Source: an optimization exercise on an open RTL-to-GDS flow (aim: small area and a short achievable clock period). Production flows keep margins and buffers that such runs may drop. At most, simulation tests tie the RTL to the original design; equivalence was not proved.

== the previous run ==
==> flow/design.v (excerpt) <==
module hex_to_dec(
    input wire clk_25MHz,
    input wire [31: 0]hex,
    output wire [31: 0]dec
);
Size in the first run: about 720 cells after synthesis, about 30 flip-flops, ~65 I/O pins, ~3900 sq um of cells after synthesis.
clock: 75.0 ns
lec_check: 0
abc_area: 1
cap_margin: 20
core_margin: 2
core_utilization: 40
cts_buf_list: sky130_fd_sc_hd__clkbuf_4
slew_margin: 20
synth_hierarchical: 1
synth_minimum_keep_size: 0
standard.sh (not shown) runs the stock make flow with config.mk's settings and CLKGATE_MAP_FILE= SYNTH_SCRIPT=/design/flow/synth_recipe.tcl, a recipe that flattens the netlist after the stock synthesis.
==> flow/flow/run.sh <==
#!/bin/bash
# Layout flow: the standard layout (standard.sh) with three changes.
# 1. Synthesis maps logic with flow/abc_area.script (area-only mapping of
#    the logic as written, twice over) instead of ORFS's
#    abc_area.script, whose delay-driven mapping and resizing at a 75 ps
#    target remap the design's small cells (written as the gates of an
#    area-optimised mapping, see gen/) into larger ones.  The design is
#    synthesized one module at a time (SYNTH_HIERARCHICAL 1).  To do so the
#    synthesis step runs on a copy of ORFS's scripts folder in which only
#    abc_area.script differs; synthesis is otherwise the standard one
#    (synth_recipe.tcl: -nofsm -noshare, flattened, renamed), except that
#    ADDER_MAP_FILE is left empty so that Yosys does not turn XOR/AND pairs
#    into half-adder cells (ha_1) before ABC maps the logic.
# 2. After synthesis, cells whose next drive strength has the same area are
#    swapped to it (o21ai_0 -> o21ai_1 and so on, see flow/swap.tcl).
# 3. The buffers the flow puts on every input and output port are buf_1
#    cells instead of the resizer's default choice (a 10 um2 delay buffer).
# Each step's full output goes to a log file of its own in this folder.
set -euo pipefail
rm -rf scripts_local
mkdir -p scripts_local
cp -r "$FLOW_HOME/scripts/." scripts_local/
cp flow/abc_area.script scripts_local/abc_area.script
args=(BUFFER_PORTS_ARGS="-buffer_cell sky130_fd_sc_hd__buf_1")
bash standard.sh "${args[@]}" SCRIPTS_DIR="$PWD/scripts_local" ADDER_MAP_FILE= synth > standard_synth.log 2>&1
res=orfs/results/$FLOW_PLATFORM/hex_to_dec/base
SWAP_DB=$res/1_synth.odb openroad -no_init -exit flow/swap.tcl > swap.log 2>&1
bash standard.sh "${args[@]}" finish > standard_finish.log 2>&1
Other scripts of this flow, unchanged in this note and not shown: flow/flow/abc_area.script, flow/flow/swap.tcl
Relative to the previous run, the following input files were edited for the current run:
diff --git a/flow/design.v b/flow/design.v
--- a/flow/design.v
+++ b/flow/design.v
@@ -169,35 +169,35 @@
 step0 u28(.i({hex[12],n23[2],n23[1],n23[0]}), .o(n28));
 wire [3:0] n29;
 step0 u29(.i({n23[3],n24[2],n24[1],n24[0]}), .o(n29));
 wire [3:0] n30;
 step0 u30(.i({n24[3],n25[2],n25[1],n25[0]}), .o(n30));
 wire [3:0] n31;
 step0 u31(.i({n25[3],n27[2],n27[1],n27[0]}), .o(n31));
 wire [3:0] n32;
 step0 u32(.i({hex[11],n28[2],n28[1],n28[0]}), .o(n32));
 wire [3:0] n33;
 step0 u33(.i({n28[3],n29[2],n29[1],n29[0]}), .o(n33));
 wire [3:0] n34;
-step0 u34(.i({n29[3],n30[2],n30[1],n30[0]}), .o(n34));
+step0 u34(.i({q3,q2,q1,q0}), .o(n34));
 wire [3:0] n35;
-step0 u35(.i({q3,q2,q1,q0}), .o(n35));
+step0 u35(.i({q7,q6,q5,q4}), .o(n35));
 wire [3:0] n36;
-step0 u36(.i({q7,q6,q5,q4}), .o(n36));
+step0 u36(.i({q11,q10,q9,q8}), .o(n36));
 wire [3:0] n37;
-step0 u37(.i({q11,q10,q9,q8}), .o(n37));
+step0 u37(.i({q15,q14,q13,q12}), .o(n37));
 wire [3:0] n38;
-step0 u38(.i({q15,q14,q13,q12}), .o(n38));
+step0 u38(.i({q16,n34[2],n34[1],n34[0]}), .o(n38));
 wire [3:0] n39;
-step0 u39(.i({q16,n35[2],n35[1],n35[0]}), .o(n39));
+step0 u39(.i({n34[3],n35[2],n35[1],n35[0]}), .o(n39));
 wire [3:0] n40;
 step0 u40(.i({q17,n36[2],n36[1],n36[0]}), .o(n40));
 wire [3:0] n41;
 step0 u41(.i({n36[3],n37[2],n37[1],n37[0]}), .o(n41));
 wire [3:0] n42;
 step0 u42(.i({n37[3],n38[2],n38[1],n38[0]}), .o(n42));
 wire [3:0] n43;
 step0 u43(.i({n38[3],n39[2],n39[1],n39[0]}), .o(n43));
 wire [3:0] n44;
 conv1 u44(.i({q20,q19,q18,n35[3]}), .o(n44));
 wire [3:0] n45;
 step0 u45(.i({n39[3],n44[2],n44[1],n44[0]}), .o(n45));
@@ -295,41 +295,41 @@
 stepout0 u91(.i({n83[3],n84[2],n84[1],n84[0]}), .o(n91));
 wire [3:0] n92;
 stepout0 u92(.i({n84[3],n85[2],n85[1],n85[0]}), .o(n92));
 wire [3:0] n93;
 stepout0 u93(.i({n85[3],n86[2],n86[1],n86[0]}), .o(n93));
 wire [3:0] n94;
 stepout0 u94(.i({n86[3],n87[2],n87[1],n87[0]}), .o(n94));
 wire [3:0] n95;
 stepout0 u95(.i({n87[3],n88[2],n88[1],n88[0]}), .o(n95));
 wire [3:0] n96;
 stepout0 u96(.i({n88[3],n89[2],n89[1],n89[0]}), .o(n96));
 always @(posedge clk_25MHz) begin
-    q0 <= n31[0];
-    q1 <= n31[1];
-    q2 <= n31[2];
-    q3 <= n30[3];
-    q4 <= n32[0];
-    q5 <= n32[1];
-    q6 <= n32[2];
-    q7 <= hex[10];
-    q8 <= n33[0];
-    q9 <= n33[1];
-    q10 <= n33[2];
-    q11 <= n32[3];
-    q12 <= n34[0];
-    q13 <= n34[1];
-    q14 <= n34[2];
-    q15 <= n33[3];
-    q16 <= n34[3];
+    q0 <= n30[0];
+    q1 <= n30[1];
+    q2 <= n30[2];
+    q3 <= n29[3];
+    q4 <= n31[0];
+    q5 <= n31[1];
+    q6 <= n31[2];
+    q7 <= n30[3];
+    q8 <= n32[0];
+    q9 <= n32[1];
+    q10 <= n32[2];
+    q11 <= hex[10];
+    q12 <= n33[0];
+    q13 <= n33[1];
+    q14 <= n33[2];
+    q15 <= n32[3];
+    q16 <= n33[3];
     q17 <= hex[9];
     q18 <= n31[3];
     q19 <= n27[3];
     q20 <= n26[3];
     q21 <= hex[8];
     q22 <= hex[7];
     q23 <= hex[6];
     q24 <= hex[5];
     q25 <= hex[4];
     q26 <= hex[3];
     q27 <= hex[2];
     q28 <= hex[1];
Findings:
Sequential cell area in the final layout: the current run vs the previous run identical. Going from the previous run to the current run, global-route wire length before repair held steady. As far as number of instances in the synthesized netlist goes, the current run and the previous run are indistinguishable; the numbers are identical. The current run vs the previous run: number of fill cells up slightly. Of the two candidates, the previous run has the better wire length and the current run the worse one. Number of vias in the routed layout across the current run and the previous run: no real change. Going from the previous run to the current run, final critical delay including setup and external delays increased by 0.010 ns relative to the old numbers.
No run of this note included a check of the RTL's function; only the layout flow was run.

---

Another version of the RTL of hex_to_dec (not shown whole).
For scale: ~720 cells after synthesis, roughly 30 flip-flops, roughly 65 I/O pins, roughly 3900 um^2 of cells after synthesis.
Settings: LEC_CHECK=0, ABC_AREA=1, CAP_MARGIN=20, CORE_MARGIN=2, CORE_UTILIZATION=40, CTS_BUF_LIST=sky130_fd_sc_hd__clkbuf_4, SLEW_MARGIN=20, SYNTH_HIERARCHICAL=1, SYNTH_MINIMUM_KEEP_SIZE=0; clock period 75.0 ns.
==> flow/flow/abc_area.script <==
strash
dch -f
map -a
strash
dch -f
map -a
==> flow/flow/swap.tcl <==
# Swap cells for the same-area next drive strength in the synthesized design.
set pairs {
  sky130_fd_sc_hd__o21ai_0 sky130_fd_sc_hd__o21ai_1
  sky130_fd_sc_hd__a21boi_0 sky130_fd_sc_hd__a21boi_1
  sky130_fd_sc_hd__and2_0 sky130_fd_sc_hd__and2_1
  sky130_fd_sc_hd__or2_0 sky130_fd_sc_hd__or2_2
  sky130_fd_sc_hd__or2_1 sky130_fd_sc_hd__or2_2
  sky130_fd_sc_hd__o311ai_0 sky130_fd_sc_hd__o311ai_1
  sky130_fd_sc_hd__a21bo_1 sky130_fd_sc_hd__a21bo_2
  sky130_fd_sc_hd__a31o_1 sky130_fd_sc_hd__a31o_2
  sky130_fd_sc_hd__mux2_1 sky130_fd_sc_hd__mux2_2
  sky130_fd_sc_hd__o211a_1 sky130_fd_sc_hd__o211a_2
  sky130_fd_sc_hd__o21ba_1 sky130_fd_sc_hd__o21ba_2
  sky130_fd_sc_hd__o221a_1 sky130_fd_sc_hd__o221a_2
  sky130_fd_sc_hd__or3b_1 sky130_fd_sc_hd__or3b_2
  sky130_fd_sc_hd__or4b_1 sky130_fd_sc_hd__or4b_2
  sky130_fd_sc_hd__and4bb_1 sky130_fd_sc_hd__and4bb_2
}
if {[info exists ::env(SWAP_EXTRA)]} { lappend pairs {*}$::env(SWAP_EXTRA) }
read_db $::env(SWAP_DB)
set db [ord::get_db]
set block [ord::get_db_block]
array set to {}
foreach {a b} $pairs { set to($a) $b }
set n 0
foreach inst [$block getInsts] {
  set m [[$inst getMaster] getName]
  if {[info exists to($m)]} {
    set nm [$db findMaster $to($m)]
    if {$nm ne "NULL" && $nm ne ""} {
      $inst swapMaster $nm
      incr n
    }
  }
}
puts "swapped $n cells"
write_db $::env(SWAP_DB)
Scripts as last shown in full above: flow/flow/run.sh
Change:
--- a/flow/design.v
+++ b/flow/design.v
@@ -92,21 +92,21 @@
 reg s2_h;
 reg s2_r0;
 reg s2_r1;
 reg s2_r2;
 reg s3_h;
 reg s3_r0;
 reg s3_r1;
 reg s3_r2;
 reg s4_0;
 reg s4_1;
-reg s4_2;
+reg s_x11;
 reg s_x10;
 reg s_x9;
 reg s_x8;
 reg s_x7;
 reg s_x6;
 reg s_x5;
 reg s_x4;
 reg s_x3;
 reg s_x2;
 reg s_x1;
@@ -167,45 +167,45 @@
 step0 u27(.i({n22[3],n26[2],n26[1],n26[0]}), .o(n27));
 wire [3:0] n28;
 step0 u28(.i({hex[12],n23[2],n23[1],n23[0]}), .o(n28));
 wire [3:0] n29;
 step0 u29(.i({n23[3],n24[2],n24[1],n24[0]}), .o(n29));
 wire [3:0] n30;
 step0 u30(.i({n24[3],n25[2],n25[1],n25[0]}), .o(n30));
 wire [3:0] n31;
 step0 u31(.i({n25[3],n27[2],n27[1],n27[0]}), .o(n31));
 wire [3:0] n32;
-step0 u32(.i({hex[11],n28[2],n28[1],n28[0]}), .o(n32));
+step0 u32(.i({s_x11,s0_r2,s0_r1,s0_r0}), .o(n32));
 wire [3:0] n33;
-step0 u33(.i({n28[3],n29[2],n29[1],n29[0]}), .o(n33));
+step0 u33(.i({s0_h,s1_r2,s1_r1,s1_r0}), .o(n33));
 wire [3:0] n34;
-step0 u34(.i({n29[3],n30[2],n30[1],n30[0]}), .o(n34));
+step0 u34(.i({s1_h,s2_r2,s2_r1,s2_r0}), .o(n34));
 wire [3:0] n35;
-step0 u35(.i({n30[3],n31[2],n31[1],n31[0]}), .o(n35));
+step0 u35(.i({s2_h,s3_r2,s3_r1,s3_r0}), .o(n35));
 wire [3:0] n36;
-step0 u36(.i({s_x10,s0_r2,s0_r1,s0_r0}), .o(n36));
+step0 u36(.i({s_x10,n32[2],n32[1],n32[0]}), .o(n36));
 wire [3:0] n37;
-step0 u37(.i({s0_h,s1_r2,s1_r1,s1_r0}), .o(n37));
+step0 u37(.i({n32[3],n33[2],n33[1],n33[0]}), .o(n37));
 wire [3:0] n38;
-step0 u38(.i({s1_h,s2_r2,s2_r1,s2_r0}), .o(n38));
+step0 u38(.i({n33[3],n34[2],n34[1],n34[0]}), .o(n38));
 wire [3:0] n39;
-step0 u39(.i({s2_h,s3_r2,s3_r1,s3_r0}), .o(n39));
+step0 u39(.i({n34[3],n35[2],n35[1],n35[0]}), .o(n39));
 wire [3:0] n40;
 step0 u40(.i({s_x9,n36[2],n36[1],n36[0]}), .o(n40));
 wire [3:0] n41;
 step0 u41(.i({n36[3],n37[2],n37[1],n37[0]}), .o(n41));
 wire [3:0] n42;
 step0 u42(.i({n37[3],n38[2],n38[1],n38[0]}), .o(n42));
 wire [3:0] n43;
 step0 u43(.i({n38[3],n39[2],n39[1],n39[0]}), .o(n43));
 wire [3:0] n44;
-conv1 u44(.i({s4_2,s4_1,s4_0,s3_h}), .o(n44));
+conv1 u44(.i({s4_1,s4_0,s3_h,n35[3]}), .o(n44));
 wire [3:0] n45;
 step0 u45(.i({n39[3],n44[2],n44[1],n44[0]}), .o(n45));
 wire [3:0] n46;
 step0 u46(.i({s_x8,n40[2],n40[1],n40[0]}), .o(n46));
 wire [3:0] n47;
 step0 u47(.i({n40[3],n41[2],n41[1],n41[0]}), .o(n47));
 wire [3:0] n48;
 step0 u48(.i({n41[3],n42[2],n42[1],n42[0]}), .o(n48));
 wire [3:0] n49;
 step0 u49(.i({n42[3],n43[2],n43[1],n43[0]}), .o(n49));
@@ -297,39 +297,39 @@
 stepout0 u92(.i({n84[3],n85[2],n85[1],n85[0]}), .o(n92));
 wire [3:0] n93;
 stepout0 u93(.i({n85[3],n86[2],n86[1],n86[0]}), .o(n93));
 wire [3:0] n94;
 stepout0 u94(.i({n86[3],n87[2],n87[1],n87[0]}), .o(n94));
 wire [3:0] n95;
 stepout0 u95(.i({n87[3],n88[2],n88[1],n88[0]}), .o(n95));
 wire [3:0] n96;
 stepout0 u96(.i({n88[3],n89[2],n89[1],n89[0]}), .o(n96));
 always @(posedge clk_25MHz) begin
-    s0_h <= n32[3];
-    s0_r0 <= n32[0];
-    s0_r1 <= n32[1];
-    s0_r2 <= n32[2];
-    s1_h <= n33[3];
-    s1_r0 <= n33[0];
-    s1_r1 <= n33[1];
-    s1_r2 <= n33[2];
-    s2_h <= n34[3];
-    s2_r0 <= n34[0];
-    s2_r1 <= n34[1];
-    s2_r2 <= n34[2];
-    s3_h <= n35[3];
-    s3_r0 <= n35[0];
-    s3_r1 <= n35[1];
-    s3_r2 <= n35[2];
-    s4_0 <= n31[3];
-    s4_1 <= n27[3];
-    s4_2 <= n26[3];
+    s0_h <= n28[3];
+    s0_r0 <= n28[0];
+    s0_r1 <= n28[1];
+    s0_r2 <= n28[2];
+    s1_h <= n29[3];
+    s1_r0 <= n29[0];
+    s1_r1 <= n29[1];
+    s1_r2 <= n29[2];
+    s2_h <= n30[3];
+    s2_r0 <= n30[0];
+    s2_r1 <= n30[1];
+    s2_r2 <= n30[2];
+    s3_h <= n31[3];
+    s3_r0 <= n31[0];
+    s3_r1 <= n31[1];
+    s3_r2 <= n31[2];
+    s4_0 <= n27[3];
+    s4_1 <= n26[3];
+    s_x11 <= hex[11];
     s_x10 <= hex[10];
     s_x9 <= hex[9];
     s_x8 <= hex[8];
     s_x7 <= hex[7];
     s_x6 <= hex[6];
     s_x5 <= hex[5];
     s_x4 <= hex[4];
     s_x3 <= hex[3];
     s_x2 <= hex[2];
     s_x1 <= hex[1];
Effect: The changed run went through all stages and came out clean; non-clock buffer count is unchanged; routed wire length grows by 0.67%; first-iteration DRC count shrinks by 38%; worst setup slack degrades by 0.23 ns.

[afterwards: timing with drivers on the ports]
In the flow no input, the clock included, has a driving cell. The finished layouts below were timed again as built, in two steps. Step 1: set_driving_cell puts a clkbuf_16 on clk_25MHz and a buf_2 on each other input, an assumption about the parent block. Step 2 moves the port delays by t, midway between the first and last clock arrival at a register: inputs arrive t later, outputs are due t later. That takes back most of the time a late clock gives input paths. Slacks: no drivers / after step 1 / after step 2; pairs: no drivers / after step 1.
run	shift t [ns]	setup slack, ns	clock arrival spread, ns	worst data-port slew with drivers (ns)	pins driven straight from the clock port
the previous run	0.336	55.586 / 55.562 / 55.467	0.009 / 0.008	0.04	1
the current run	0.339	55.576 / 55.553 / 55.332	0.013 / 0.012	0.04	1
the first run of note 2	0.341	55.694 / 55.698 / 55.357	0.008 / 0.008	0.03	1
the second run of note 2	0.345	55.460 / 55.435 / 55.729	0.009 / 0.009	0.04	1
After both steps every run listed still meets setup and hold. For the first run of note 2, which loses most, drivers alone change the setup slack by +0.004 ns; drivers and shift together by -0.337 ns.
